What follows belongs to an exercise in optimizing a design on an open flow for small area; a production flow would make more cautious choices. Only the layout flow was run in this run; the RTL was not checked for function there. Power and IR drop assume default switching activity.

File: design/flow/run.sh
#!/bin/bash
# synth_recipe.tcl (not shown) runs the flow's synth.tcl, then flattens the netlist and writes it again
# the make line also repeats each setting of config.mk as NAME=value (left out here)
make -C /OpenROAD-flow-scripts/flow DESIGN_CONFIG=/design/flow/config.mk WORK_HOME=/design/flow/orfs CLKGATE_MAP_FILE= SYNTH_SCRIPT=/design/flow/synth_recipe.tcl finish
File: design/flow/config.mk
export PLATFORM = sky130hd
export DESIGN_NAME = processing_element
export DESIGN_NICKNAME = processing_element
export VERILOG_FILES = /design/flow/design.v
export SDC_FILE = /design/flow/constraint.sdc
export NUM_CORES = 4
export LEC_CHECK = 0
export CAP_MARGIN = 20
export CORE_MARGIN = 2
export CORE_UTILIZATION = 40
export SLEW_MARGIN = 20
File: design/flow/constraint.sdc
create_clock -name core_clock -period 6.5 [get_ports {clk}]
set_input_delay 1.3000 -clock core_clock [delete_from_list [all_inputs] [get_ports {clk}]]
set_output_delay 1.3000 -clock core_clock [all_outputs]
set_load 0.01 [all_outputs]
File: design/flow/design.v
module mux2to1(out, sel, in1 ,in2);
output out;
input sel,in1,in2;
wire a,b,c;
not(a,sel);
nand(b,in1,a);
nand(c,sel,in2);
nand(out,b,c);
endmodule
module carryLookAheadAdder4bit(sum, cout, a, b, c0);
output [3:0] sum;
output cout;
input [3:0] a,b;
input c0;
wire p0,p1,p2,p3,p0not,p1not,p2not,p3not;
wire g0,g1,g2,g3,g0not,g1not,g2not,g3not;
wire c1,c2,c3,c0not;
not(c0not,c0);
nand(g0not,a[0],b[0]);
not(g0,g0not);
xnor(p0not,a[0],b[0]);
not(p0,p0not);
nand(g1not,a[1],b[1]);
not(g1,g1not);
xnor(p1not,a[1],b[1]);
not(p1,p1not);
nand(g2not,a[2],b[2]);
not(g2,g2not);
xnor(p2not,a[2],b[2]);
not(p2,p2not);
nand(g3not,a[3],b[3]);
not(g3,g3not);
xnor(p3not,a[3],b[3]);
not(p3,p3not);
cy1 carry1(.c1(c1),.p0(p0),.c0(c0),.g0not(g0not));
cy2 carry2(.c2(c2),.p0(p0),.p1(p1),.c0not(c0not),.g0(g0),.g1not(g1not));
cy3 carry3(.c3(c3),.p1(p1),.p2(p2),.p0not(p0not),.c0(c0),.g0not(g0not),.g1(g1),.g2not(g2not));
cy4 carry4(.c4(cout),.p2(p2),.p3(p3),.p1(p1),.p0(p0),.c0not(c0not),.g0(g0),.g1(g1),.g2(g2),.g3(g3));
xor(sum[0],p0,c0);
xor(sum[1],p1,c1);
xor(sum[2],p2,c2);
xor(sum[3],p3,c3);
endmodule 
module cy1(c1,p0,c0,g0not);
output c1;
input p0,c0,g0not;
wire a;
nand(a,p0,c0);
nand(c1,a,g0not);
endmodule
module cy2(c2,p0,p1,c0not,g0,g1not);
output c2;
input p0,p1,c0not,g0,g1not;
wire a,b,c,d;
nand(a,p0,p1);
nor(c,a,c0not);
nand(b,p1,g0);
nand(d,b,g1not);
or(c2,c,d);
endmodule
module cy3(c3,p1,p2,p0not,c0,g0not,g1,g2not);
output c3;
input p1,p2,p0not,c0,g0not,g1,g2not;
wire a,b,c,e,f,g,h;
nand(a,p1,p2);
or(g,a,g0not);
nand(b,p2,g1);
nor(c,a,p0not);
nand(e,b,g2not);
nand(f,c,c0);
nand(h,f,g);
or(c3,h,e);
endmodule 
module cy4(c4,p2,p3,p1,p0,c0not,g0,g1,g2,g3);
output c4;
input p2,p3,p1,p0,c0not,g0,g1,g2,g3;
wire a,b,c,d,e,f,g,h,i,j,k,l,m;
and(a,p3,g2);
and(b,p3,p2);
nand(c,p3,p2);
nand(d,p1,g0);
nand(e,p3,p2);
nand(f,p1,p0);
nor(g,g3,a);
nand(h,b,g1);
or(i,c,d);
or(j,e,f);
and(k,h,i);
or(l,j,c0not);
and(m,k,l);
nand(c4,g,m);
endmodule 
module carrySlelectAdder4bit (sum, cout, a, b, cin);
output [3:0] sum;
output cout;
input [3:0] a,b;
input cin;
wire [3:0] sum_0, sum_1;
wire cout_0, cout_1;
carryLookAheadAdder4bit cla0(sum_0[3:0], cout_0, a, b, 1'b0);
carryLookAheadAdder4bit cla1(sum_1[3:0], cout_1, a, b, 1'b1);
mux2to1 m0(sum[0], cin, sum_0[0], sum_1[0]);
mux2to1 m1(sum[1], cin, sum_0[1], sum_1[1]);
mux2to1 m2(sum[2], cin, sum_0[2], sum_1[2]);
mux2to1 m3(sum[3], cin, sum_0[3], sum_1[3]);
mux2to1 m4(cout, cin, cout_0, cout_1);
endmodule
module carrySelectAdder32bit(sum, in1, in2);
output [31:0] sum;
input [31:0] in1, in2;
wire c0,c1,c2,c3,c4,c5,c6,cout;
carrySlelectAdder4bit cla0(sum[3:0], c0, in1[3:0], in2[3:0], 1'b0);
carrySlelectAdder4bit cla1(sum[7:4], c1, in1[7:4], in2[7:4], c0);
carrySlelectAdder4bit cla2(sum[11:8], c2, in1[11:8], in2[11:8], c1);
carrySlelectAdder4bit cla3(sum[15:12], c3, in1[15:12], in2[15:12], c2);
carrySlelectAdder4bit cla4(sum[19:16], c4, in1[19:16], in2[19:16], c3);
carrySlelectAdder4bit cla5(sum[23:20], c5, in1[23:20], in2[23:20], c4);
carrySlelectAdder4bit cla6(sum[27:24], c6, in1[27:24], in2[27:24], c5);
carrySlelectAdder4bit cla7(sum[31:28], cout, in1[31:28], in2[31:28], c6);
endmodule
module carrySelectAdder40bit(sum, in1, in2);
output [39:0] sum;
input [39:0] in1, in2;
wire c0,c1,c2,c3,c4,c5,c6,c7,c8,cout;
carrySlelectAdder4bit cla0(sum[3:0], c0, in1[3:0], in2[3:0], 1'b0);
carrySlelectAdder4bit cla1(sum[7:4], c1, in1[7:4], in2[7:4], c0);
carrySlelectAdder4bit cla2(sum[11:8], c2, in1[11:8], in2[11:8], c1);
carrySlelectAdder4bit cla3(sum[15:12], c3, in1[15:12], in2[15:12], c2);
carrySlelectAdder4bit cla4(sum[19:16], c4, in1[19:16], in2[19:16], c3);
carrySlelectAdder4bit cla5(sum[23:20], c5, in1[23:20], in2[23:20], c4);
carrySlelectAdder4bit cla6(sum[27:24], c6, in1[27:24], in2[27:24], c5);
carrySlelectAdder4bit cla7(sum[31:28], c7, in1[31:28], in2[31:28], c6);
carrySlelectAdder4bit cla8(sum[35:32], c8, in1[35:32], in2[35:32], c7);
carrySlelectAdder4bit cla9(sum[39:36], cout, in1[39:36], in2[39:36], c8);
endmodule
module fullAdder(sum,cout,a,b,cin);
output sum,cout;
input a,b,cin;
wire m,n,o;
xor(m,a,b);
and(n,a,b);
xor(sum,m,cin);
and(o,m,cin);
or(cout,o,n);
endmodule 
module carrySaveAdder32bit(sum,carry,in1,in2,in3);
output [31:0] sum, carry;
input [31:0] in1, in2, in3;
wire garbage;
assign carry[0] = 1'b0;
fullAdder f0(.sum(sum[0]),.cout(carry[1]),.a(in1[0]),.b(in2[0]),.cin(in3[0]));
fullAdder f1(.sum(sum[1]),.cout(carry[2]),.a(in1[1]),.b(in2[1]),.cin(in3[1]));
fullAdder f2(.sum(sum[2]),.cout(carry[3]),.a(in1[2]),.b(in2[2]),.cin(in3[2]));
fullAdder f3(.sum(sum[3]),.cout(carry[4]),.a(in1[3]),.b(in2[3]),.cin(in3[3]));
fullAdder f4(.sum(sum[4]),.cout(carry[5]),.a(in1[4]),.b(in2[4]),.cin(in3[4]));
fullAdder f5(.sum(sum[5]),.cout(carry[6]),.a(in1[5]),.b(in2[5]),.cin(in3[5]));
fullAdder f6(.sum(sum[6]),.cout(carry[7]),.a(in1[6]),.b(in2[6]),.cin(in3[6]));
fullAdder f7(.sum(sum[7]),.cout(carry[8]),.a(in1[7]),.b(in2[7]),.cin(in3[7]));
fullAdder f8(.sum(sum[8]),.cout(carry[9]),.a(in1[8]),.b(in2[8]),.cin(in3[8]));
fullAdder f9(.sum(sum[9]),.cout(carry[10]),.a(in1[9]),.b(in2[9]),.cin(in3[9]));
fullAdder f10(.sum(sum[10]),.cout(carry[11]),.a(in1[10]),.b(in2[10]),.cin(in3[10]));
fullAdder f11(.sum(sum[11]),.cout(carry[12]),.a(in1[11]),.b(in2[11]),.cin(in3[11]));
fullAdder f12(.sum(sum[12]),.cout(carry[13]),.a(in1[12]),.b(in2[12]),.cin(in3[12]));
fullAdder f13(.sum(sum[13]),.cout(carry[14]),.a(in1[13]),.b(in2[13]),.cin(in3[13]));
fullAdder f14(.sum(sum[14]),.cout(carry[15]),.a(in1[14]),.b(in2[14]),.cin(in3[14]));
fullAdder f15(.sum(sum[15]),.cout(carry[16]),.a(in1[15]),.b(in2[15]),.cin(in3[15]));
fullAdder f16(.sum(sum[16]),.cout(carry[17]),.a(in1[16]),.b(in2[16]),.cin(in3[16]));
fullAdder f17(.sum(sum[17]),.cout(carry[18]),.a(in1[17]),.b(in2[17]),.cin(in3[17]));
fullAdder f18(.sum(sum[18]),.cout(carry[19]),.a(in1[18]),.b(in2[18]),.cin(in3[18]));
fullAdder f19(.sum(sum[19]),.cout(carry[20]),.a(in1[19]),.b(in2[19]),.cin(in3[19]));
fullAdder f20(.sum(sum[20]),.cout(carry[21]),.a(in1[20]),.b(in2[20]),.cin(in3[20]));
fullAdder f21(.sum(sum[21]),.cout(carry[22]),.a(in1[21]),.b(in2[21]),.cin(in3[21]));
fullAdder f22(.sum(sum[22]),.cout(carry[23]),.a(in1[22]),.b(in2[22]),.cin(in3[22]));
fullAdder f23(.sum(sum[23]),.cout(carry[24]),.a(in1[23]),.b(in2[23]),.cin(in3[23]));
fullAdder f24(.sum(sum[24]),.cout(carry[25]),.a(in1[24]),.b(in2[24]),.cin(in3[24]));
fullAdder f25(.sum(sum[25]),.cout(carry[26]),.a(in1[25]),.b(in2[25]),.cin(in3[25]));
fullAdder f26(.sum(sum[26]),.cout(carry[27]),.a(in1[26]),.b(in2[26]),.cin(in3[26]));
fullAdder f27(.sum(sum[27]),.cout(carry[28]),.a(in1[27]),.b(in2[27]),.cin(in3[27]));
fullAdder f28(.sum(sum[28]),.cout(carry[29]),.a(in1[28]),.b(in2[28]),.cin(in3[28]));
fullAdder f29(.sum(sum[29]),.cout(carry[30]),.a(in1[29]),.b(in2[29]),.cin(in3[29]));
fullAdder f30(.sum(sum[30]),.cout(carry[31]),.a(in1[30]),.b(in2[30]),.cin(in3[30]));
fullAdder f31(.sum(sum[31]),.cout(garbage),.a(in1[31]),.b(in2[31]),.cin(in3[31]));
endmodule 
module boothEncoderDecoder(PPIJ, BIP1, BI, BIM1, AJ, AJM1);
output PPIJ;
input BIP1, BI, BIM1, AJ, AJM1;
wire a,b,c,d,e,f,g,h,i;
xor(a,BI,BIM1);
xor(b,BIP1,BI);
xor(c,BIP1,AJM1);
xor(d,BI,BIM1);
xor(e,BIP1,AJ);
nand(f,b,c);
nand(g,d,e);
nor(h,a,f);
not(i,h);
nand(PPIJ,i,g);
endmodule  
module partialProductGenerator(PP, neg, MD, MRIP1, MRI, MRIM1);
output [17:0] PP;
output neg;
input [15:0] MD;
input MRIP1, MRI, MRIM1;
boothEncoderDecoder PP0(PP[0], MRIP1, MRI, MRIM1, MD[0], 1'b0);
boothEncoderDecoder PP1(PP[1], MRIP1, MRI, MRIM1, MD[1], MD[0]);
boothEncoderDecoder PP2(PP[2], MRIP1, MRI, MRIM1, MD[2], MD[1]);
boothEncoderDecoder PP3(PP[3], MRIP1, MRI, MRIM1, MD[3], MD[2]);
boothEncoderDecoder PP4(PP[4], MRIP1, MRI, MRIM1, MD[4], MD[3]);
boothEncoderDecoder PP5(PP[5], MRIP1, MRI, MRIM1, MD[5], MD[4]);
boothEncoderDecoder PP6(PP[6], MRIP1, MRI, MRIM1, MD[6], MD[5]);
boothEncoderDecoder PP7(PP[7], MRIP1, MRI, MRIM1, MD[7], MD[6]);
boothEncoderDecoder PP8(PP[8], MRIP1, MRI, MRIM1, MD[8], MD[7]);
boothEncoderDecoder PP9(PP[9], MRIP1, MRI, MRIM1, MD[9], MD[8]);
boothEncoderDecoder PP10(PP[10], MRIP1, MRI, MRIM1, MD[10], MD[9]);
boothEncoderDecoder PP11(PP[11], MRIP1, MRI, MRIM1, MD[11], MD[10]);
boothEncoderDecoder PP12(PP[12], MRIP1, MRI, MRIM1, MD[12], MD[11]);
boothEncoderDecoder PP13(PP[13], MRIP1, MRI, MRIM1, MD[13], MD[12]);
boothEncoderDecoder PP14(PP[14], MRIP1, MRI, MRIM1, MD[14], MD[13]);
boothEncoderDecoder PP15(PP[15], MRIP1, MRI, MRIM1, MD[15], MD[14]);
boothEncoderDecoder PP16(PP[16], MRIP1, MRI, MRIM1, MD[15], MD[15]);
boothEncoderDecoder PP17(PP[17], MRIP1, MRI, MRIM1, MD[15], MD[15]);
getNegBit n0(neg,MD[15],PP[17],MRIP1, MRI, MRIM1);
endmodule
module getNegBit(neg,MD_MSB, PP_MSB,MRIP1, MRI, MRIM1);
output neg;
input MRIP1, MRI, MRIM1, MD_MSB, PP_MSB;
wire all_1, all_0, a,b,c,d,e,f;
nand(a,MRIP1,MRI);
not(b,MRIM1);
nor(all_1,a,b);
nor(c,MRIP1,MRI);
not(d,MRIM1);
and(all_0,c,d);
nor(e,all_0,all_1);
xor(f,PP_MSB,MD_MSB);
and(neg,e,f);
endmodule
module generatePartialProducts(PP0,PP1,PP2,PP3,PP4,PP5,PP6,PP7,PP8,neg,MD,MR);
output [17:0] PP0,PP1,PP2,PP3,PP4,PP5,PP6,PP7,PP8;
output [7:0] neg;
input [15:0] MD, MR;
wire not_used;
partialProductGenerator P0(PP0, neg[0], MD, MR[1], MR[0], 1'b0);
partialProductGenerator P1(PP1, neg[1], MD, MR[3], MR[2], MR[1]);
partialProductGenerator P2(PP2, neg[2], MD, MR[5], MR[4], MR[3]);
partialProductGenerator P3(PP3, neg[3], MD, MR[7], MR[6], MR[5]);
partialProductGenerator P4(PP4, neg[4], MD, MR[9], MR[8], MR[7]);
partialProductGenerator P5(PP5, neg[5], MD, MR[11], MR[10], MR[9]);
partialProductGenerator P6(PP6, neg[6], MD, MR[13], MR[12], MR[11]);
partialProductGenerator P7(PP7, neg[7], MD, MR[15], MR[14], MR[13]);
partialProductGenerator P8(PP8, not_used, MD, MR[15] ,MR[15], MR[15]);
endmodule
module mac_16bit(out_rounded,md,mr,clk,rst);
parameter NON_ZERO_WEIGHTS = 27,
					FRACTIONAL_BITS = 8;
output reg [26:0] out_rounded;
input [15:0] md,mr;               
input clk,rst;
reg [15:0] MD,MR;
reg [39:0] acc;
wire [39:0] mult_out;
wire [17:0] PP0,PP1,PP2,PP3,PP4,PP5,PP6,PP7,PP8;
reg [31:0] PP0_reg,PP1_reg,PP2_reg,PP3_reg,PP4_reg,PP5_reg,PP6_reg,PP7_reg,PP8_reg;
wire [31:0] PP0_FULL,PP1_FULL,PP2_FULL,PP3_FULL,PP4_FULL,PP5_FULL,PP6_FULL,PP7_FULL,PP8_FULL;
wire [7:0] neg;
wire [31:0] sum0,carry0,sum1,carry1,sum2,carry2,sum3,carry3,sum4,carry4,sum5,carry5,sum6,carry6;
wire [39:0] new_acc;
reg [2:0] setup_count;
reg setup_completed;
reg signed [$clog2(NON_ZERO_WEIGHTS)+1:0] count;
wire [26:0] out_rounded_wire;
generatePartialProducts PP(.PP0(PP0),.PP1(PP1),.PP2(PP2),.PP3(PP3),.PP4(PP4),.PP5(PP5),.PP6(PP6),.PP7(PP7),.PP8(PP8),.neg(neg),.MD(MD),.MR(MR));
genvar i;
assign PP0_FULL[16:0] = PP0;
for(i=31; i>16; i=i-1) begin
  assign PP0_FULL[i] = PP0_FULL[16];
end
assign PP1_FULL[18:2] = PP1;
for(i=31; i>18; i=i-1) begin
  assign PP1_FULL[i] = PP1_FULL[18];
end
assign PP1_FULL[1] = 1'b0;
assign PP1_FULL[0] = neg[0];
assign PP2_FULL[20:4] = PP2;
for(i=31; i>20; i=i-1) begin
  assign PP2_FULL[i] = PP2_FULL[20];
end
assign PP2_FULL[3] = 1'b0;
assign PP2_FULL[2] = neg[1];
for(i=0; i<2; i=i+1) begin
  assign PP2_FULL[i] = 1'b0;
end
assign PP3_FULL[22:6] = PP3;
for(i=31; i>22; i=i-1) begin
  assign PP3_FULL[i] = PP3_FULL[22];
end
assign PP3_FULL[5] = 1'b0;
assign PP3_FULL[4] = neg[2];
for(i=0; i<4; i=i+1) begin
  assign PP3_FULL[i] = 1'b0;
end
assign PP4_FULL[24:8] = PP4;
for(i=31; i>24; i=i-1) begin
  assign PP4_FULL[i] = PP4_FULL[24];
end
assign PP4_FULL[7] = 1'b0;
assign PP4_FULL[6] = neg[3];
for(i=0; i<6; i=i+1) begin
  assign PP4_FULL[i] = 1'b0;
end
assign PP5_FULL[26:10] = PP5;
for(i=31; i>26; i=i-1) begin
  assign PP5_FULL[i] = PP5_FULL[26];
end
assign PP5_FULL[9] = 1'b0;
assign PP5_FULL[8] = neg[4];
for(i=0; i<8; i=i+1) begin
  assign PP5_FULL[i] = 1'b0;
end
assign PP6_FULL[28:12] = PP6;
for(i=31; i>28; i=i-1) begin
  assign PP6_FULL[i] = PP6_FULL[28];
end
assign PP6_FULL[11] = 1'b0;
assign PP6_FULL[10] = neg[5];
for(i=0; i<10; i=i+1) begin
  assign PP6_FULL[i] = 1'b0;
end
assign PP7_FULL[30:14] = PP7;
assign PP7_FULL[31] = PP7_FULL[30];
assign PP7_FULL[13] = 1'b0;
assign PP7_FULL[12] = neg[6];
for(i=0; i<12; i=i+1) begin
  assign PP7_FULL[i] = 1'b0;
end
assign PP8_FULL[31:16] = PP8[15:0];
assign PP8_FULL[15] = 1'b0;
assign PP8_FULL[14] = neg[7];
for(i=0; i<14; i=i+1) begin
  assign PP8_FULL[i] = 1'b0;
end
carrySaveAdder32bit csa0(.sum(sum0),.carry(carry0),.in1(PP0_reg),.in2(PP1_reg),.in3(PP2_reg));
carrySaveAdder32bit csa1(.sum(sum1),.carry(carry1),.in1(PP3_reg),.in2(PP4_reg),.in3(PP5_reg));
carrySaveAdder32bit csa2(.sum(sum2),.carry(carry2),.in1(PP6_reg),.in2(PP7_reg),.in3(PP8_reg));
carrySaveAdder32bit csa3(.sum(sum3),.carry(carry3),.in1(sum0),.in2(carry0),.in3(sum1));
carrySaveAdder32bit csa4(.sum(sum4),.carry(carry4),.in1(carry1),.in2(sum2),.in3(carry2));
carrySaveAdder32bit csa5(.sum(sum5),.carry(carry5),.in1(sum3),.in2(carry3),.in3(sum4));
carrySaveAdder32bit csa6(.sum(sum6),.carry(carry6),.in1(sum5),.in2(carry5),.in3(carry4));
carrySelectAdder32bit cla0(.sum(mult_out[31:0]), .in1(sum6), .in2(carry6));
for(i=32; i<40; i=i+1) begin
  assign mult_out[i] = mult_out[31];
end
carrySelectAdder40bit cla1(.sum(new_acc), .in1(mult_out), .in2(acc));
assign out_rounded_wire = acc[FRACTIONAL_BITS + 26 : FRACTIONAL_BITS];
always @ (posedge clk) begin
		if(setup_count == 3 && !setup_completed && rst) begin
				setup_completed <= 1;
				MD <= md;
				MR <= mr;
				PP0_reg <= PP0_FULL;
				PP1_reg <= PP1_FULL;
				PP2_reg <= PP2_FULL;
				PP3_reg <= PP3_FULL;
				PP4_reg <= PP4_FULL;
				PP5_reg <= PP5_FULL;
				PP6_reg <= PP6_FULL;
				PP7_reg <= PP7_FULL;
				PP8_reg <= PP8_FULL;
				acc <= new_acc;
				out_rounded <= out_rounded_wire;
				count <= 1;
		end
		else if(!setup_completed && rst) begin
				MD <= md;
				MR <= mr;
				PP0_reg <= PP0_FULL;
				PP1_reg <= PP1_FULL;
				PP2_reg <= PP2_FULL;
				PP3_reg <= PP3_FULL;
				PP4_reg <= PP4_FULL;
				PP5_reg <= PP5_FULL;
				PP6_reg <= PP6_FULL;
				PP7_reg <= PP7_FULL;
				PP8_reg <= PP8_FULL;
				acc <= new_acc;
				out_rounded <= out_rounded_wire;
				setup_count <= setup_count + 1;
		end
		if(count >0 && rst) begin
				MD <= md;
				MR <= mr;
				PP0_reg <= PP0_FULL;
				PP1_reg <= PP1_FULL;
				PP2_reg <= PP2_FULL;
				PP3_reg <= PP3_FULL;
				PP4_reg <= PP4_FULL;
				PP5_reg <= PP5_FULL;
				PP6_reg <= PP6_FULL;
				PP7_reg <= PP7_FULL;
				PP8_reg <= PP8_FULL;
				if (count == NON_ZERO_WEIGHTS) begin
						acc <= mult_out;
						count <= 1;
				end
				else begin
						acc <= new_acc;
						count <= count + 1;
				end
				out_rounded <= out_rounded_wire;
		end
		if(!rst) begin
				acc <= 0;
				MD <= 0;
				MR <= 0;
				out_rounded <= 0;
				setup_count <= 0;
				setup_completed <= 0;
				count <= 0;
				PP0_reg <= 0;
				PP1_reg <= 0;
				PP2_reg <= 0;
				PP3_reg <= 0;
				PP4_reg <= 0;
				PP5_reg <= 0;
				PP6_reg <= 0;
				PP7_reg <= 0;
				PP8_reg <= 0;
		end
		if(count == 256) begin
				acc <= 0;
				out_rounded <= 0;
				setup_count <= 1;
				setup_completed <= 0;
				count <= 0;
				PP0_reg <= 0;
				PP1_reg <= 0;
				PP2_reg <= 0;
				PP3_reg <= 0;
				PP4_reg <= 0;
				PP5_reg <= 0;
				PP6_reg <= 0;
				PP7_reg <= 0;
				PP8_reg <= 0;
		end
end
endmodule
module processing_element(activation, weight, out, clk, rst);
parameter NON_ZERO_WEIGHTS = 108,
					SPECIAL_CASE = 0,
					FRACTIONAL_BITS = 8,
					BIT_SIZE = 16;
output reg signed [BIT_SIZE-1:0] out;
input [BIT_SIZE-1:0] activation, weight;
input clk, rst;
wire signed [26:0] out_27bit;
reg signed [26:0] shifted_out;
reg [BIT_SIZE-1:0] activation_reg, weight_reg;
mac_16bit #(.NON_ZERO_WEIGHTS(NON_ZERO_WEIGHTS), .FRACTIONAL_BITS(FRACTIONAL_BITS)) mac0 (out_27bit,activation_reg,weight_reg,clk,rst);
always @ (posedge clk) begin
		if(!rst) begin
				activation_reg <= 0;
				weight_reg <= 0;
				out <= 0;
				shifted_out <= 0;
		end
		else begin
		activation_reg <= activation;
		weight_reg <= weight;
		out <= out_27bit[BIT_SIZE-1:0];
		end
end
endmodule
==> impl_metrics.env <==
export IMPL_die_y_um=213
export IMPL_synth_top_cell_by_area="dfxtp_1"
export IMPL_period_share=0.957
export IMPL_synth_async_sr_flop_share=0
export IMPL_cts_made_buffers=31
export IMPL_cp_top_family="adder cells"
export IMPL_ir_drop_uv=232
export IMPL_synth_common_cells="nand2_1 (265), dfxtp_1 (260), a21oi_1 (216)"
export IMPL_cts_buffer_depth=3
export IMPL_min_path_type="flop to flop"
export IMPL_insertion_delay_ns=0.60
export IMPL_hold_violations=0
export IMPL_max_freq_ghz=0.161
export IMPL_hold_depth=2
export IMPL_finalWirelength_mm=44.5
export IMPL_drtAntennaViolNets=0
export IMPL_regMostFlops="mac0.acc"
export IMPL_cp_end_kind="flop"
export IMPL_wl_per_cell_um=17.0
export IMPL_cpMaxStageDelayCell="fa_1"
export IMPL_grt_pass1_wl_mm=72.6
export IMPL_finClkSkew_ns=0.0297
export IMPL_crit_chain="fa_1, inv_1, fa_1, fa_1, inv_1, fa_1, ha_2, ha_1, o21a_1, o21ai_0, and2_1, and2_4, mux2i_2, ha_1, ha_1, or4_1, nor3_4, o31ai_4, or2_1, a211oi_2, o31a_1"
export IMPL_remaining_drc_errors=0
export IMPL_max_stage_delay_ns=0.59
export IMPL_dp_slack_ns=0.187
export IMPL_r2r_start="mac0.PP1_reg[13]"
export IMPL_setup_tns_final_ns=0
export IMPL_h_tree_depth=1
export IMPL_area_growth_pct=11.2
export IMPL_largest_register_ffs=24
export IMPL_antenna_found_initial=0
export IMPL_grt_max_degree=168
export IMPL_finalSetupViolCount=0
export IMPL_reg2reg_slack_ns=0.28
export IMPL_cp_max_fo=6
export IMPL_cellLeakagePower_nw=7.48
export IMPL_grt_pass1_vias=13713
export IMPL_relSlewSlack=0.231
export IMPL_synth_fp_nets=2333
export IMPL_syn_mean_instance_area_um2=8.38
export IMPL_period_needed_ns=6.22
export IMPL_vias=14524
export IMPL_final_nets=2264
export IMPL_holdBufCountCts=0
export IMPL_tritoncts="done"
export IMPL_io_buffers=49
export IMPL_num_antenna_cells=0
export IMPL_yosysTopAreaCellShare=0.298
export IMPL_grtUsageTotal=0.199
export IMPL_hpwl_mm=29.8
export IMPL_ys_seq_area_frac=0.300
export IMPL_num_rows=76
export IMPL_place_gp_congestion=0.844
export IMPL_hold_end="mac0.MR[12]"
export IMPL_status="timing/DRC/antenna clean"
export IMPL_timing_worst_setup_path_type="flop to flop"
export IMPL_worst_slew_pin_slew_ns=1.15
export IMPL_final_layout_size_suffix_gt1_frac=0.0574
export IMPL_layout_setup_ws_ns=0.282
export IMPL_clock_sinks=261
export IMPL_yosysWarningCount=2
export IMPL_die_w_um=213
export IMPL_initial_core_util=0.406
export IMPL_holdWs_ns=0.429
export IMPL_crit_top_cell="fa_1"
export IMPL_rr_worst_depth=21
export IMPL_synth_distinct_cells=63
export IMPL_coreArea_um2=43100
export IMPL_ys_ff_latch=261
export IMPL_clkSlewWorstSetupHoldPaths_ns=0.06
export IMPL_ios=50
export IMPL_grt_setup_unrepaired="no"
export IMPL_cts_root_buf="clkbuf_16"
export IMPL_drt_pass1_iter_count=5
export IMPL_cap_violations=0
export IMPL_yosys_top_cells_area="dfxtp_1 (30%), fa_1 (11%), ha_1 (8.4%)"
export IMPL_vias_per_cell=5.54
export IMPL_synth_ff_type="dfxtp_1"
export IMPL_worstPathRequired_ns=7.02
export IMPL_synth_cells=2085
export IMPL_fp_dieArea_um2=45400
export IMPL_worstHoldStart="weight_reg[12]"
export IMPL_worstPathArrival_ns=6.74
export IMPL_r2r_end="mac0.acc[23]"
export IMPL_synth_edf_count=1
export IMPL_synth_most_common_cell="nand2_1"
export IMPL_cp_start_kind="flop"
export IMPL_drt_iter0_markers=1263
export IMPL_syn_area_um2=17500
export IMPL_grt_overflow_total=0
export IMPL_drv_slew=0
export IMPL_powerDensity_nw_per_um2=285
export IMPL_crit_buf_inv=2
## through the flow
step | total power [W] | area [um^2] | std cells | utilization
CTS | 0.00555 | 19400 | 2620 | 0.450
global placement | 0.00361 | 18300 | 2565 | 0.424
floorplan | 0.00323 | 17500 | 2085 | -
finish | 0.00553 | 19400 | 2623 | 0.451
global route | 0.00589 | 19400 | 2623 | 0.451
detailed placement | 0.00367 | 18300 | 2565 | 0.425
## kinds of logic (layout without fill, tap and decap cells)
| kind of cell | Yosys count | after routing | share of synthesized area |
|---|---|---|---|
| AO/OA/AOI/OAI | 547 | 547 | 0.223 |
| XOR/XNOR | 78 | 78 | 0.0399 |
| adder cells (fa/ha/maj) | 214 | 214 | 0.194 |
| buffers and inverters | 386 | 339 | 0.0833 |
| flip-flops | 261 | 261 | 0.300 |
| multiplexers | 14 | 14 | 0.00802 |
| AND/OR/NAND/NOR | 585 | 585 | 0.152 |
## power breakdown
group	internal, W	switching, W
Combinational	0.000703	0.00110
Clock	0.00114	0.000722
Sequential	0.00175	0.000126
Total	0.00359	0.00195
## worst max path at each step
stage	start	end	slack [ns]	cells past startpoint
after floorplan	mac0.PP1_reg[13]	mac0.acc[23]	0.41	21
after detailed placement	mac0.PP1_reg[13]	mac0.acc[23]	0.19	21
final	mac0.PP1_reg[13]	mac0.acc[23]	0.28	21
after global placement	mac0.PP1_reg[13]	mac0.acc[23]	0.27	21
after CTS	mac0.PP1_reg[13]	mac0.acc[23]	0.17	21
after global routing	mac0.PP1_reg[13]	mac0.acc[23]	0.003	21
## worst register-to-register path: stages, from the launching register on
cell      delay [ns]
dfxtp_1         0.33
fa_1            0.53
inv_1           0.06
fa_1            0.50
fa_1            0.54
inv_1           0.05
fa_1            0.59
ha_2            0.33
ha_1            0.21
o21a_1          0.17
o21ai_0         0.18
and2_1          0.18
and2_4          0.16
mux2i_2         0.23
ha_1            0.30
ha_1            0.21
or4_1           0.58
nor3_4          0.33
o31ai_4         0.13
or2_1           0.25
a211oi_2        0.18
o31a_1          0.14
## layout make-up
type	count	area, um^2
multi-input combinational	1438	10800
clock buffer	39	866
timing repair buffer	87	783
sequential	261	5240
tap	585	732
clock inverter	16	233
fill	4295	23600
inverter	197	744
## per-layer routing
metal	wire length, um	global-route usage
met1	20800	0.276
met2	20000	0.318
met3	2440	0.0285
met4	1380	0.0627
met5	0	0
## layout by cell type, fill, tap and decap left out, types with 11 or more instances in the layout
cell type / count
xnor2_1: 52
a21oi_1: 215
xor2_1: 22
o21ai_0: 35
ha_1: 117
nand2_1: 265
o221ai_1: 92
a221o_1: 92
clkbuf_16: 31
a211oi_1: 32
o211ai_1: 11
nor2_1: 93
and2_1: 62
inv_1: 196
dfxtp_1: 258
clkdlybuf4s50_1: 48
buf_4: 37
nand3_1: 103
and3_1: 19
fa_1: 96
mux2i_1: 12
## what timing repair did
item | in CTS | in global routing
setup buffers | 0 | 3
setup endpoints to repair | 0 | 3
gates resized for setup | 0 | 5

-- static timing again, ports no longer ideal --
How much do the figures lean on ideal ports? The routed layout below was timed once more, with nothing changed but the port constraints. Step 1 (the two cells are an assumption about what drives the block):
set clk [get_ports {clk}]
set_driving_cell -lib_cell sky130_fd_sc_hd__clkbuf_16 $clk
set_driving_cell -lib_cell sky130_fd_sc_hd__buf_2 [delete_from_list [all_inputs] $clk]
Step 2 also shifts input and output timing later by t, the mid clock arrival at the registers, as if the neighbouring blocks saw the same clock. a / b / c = ideal ports / drivers / drivers and shift; a / b = the first two.
shift t [ns]: 0.643
setup WS [ns]: 0.282 / 0.282 / 0.282
hold WS [ns]: 0.429 / 0.429 / 0.429
slew at the worst register clock pin (ns): 0.06 / 0.06
cell pins on the clock port's net: 1
After both steps this run still meets setup and hold. For this run, drivers alone change the setup slack by 0.000 ns; drivers and shift together by 0.000 ns.
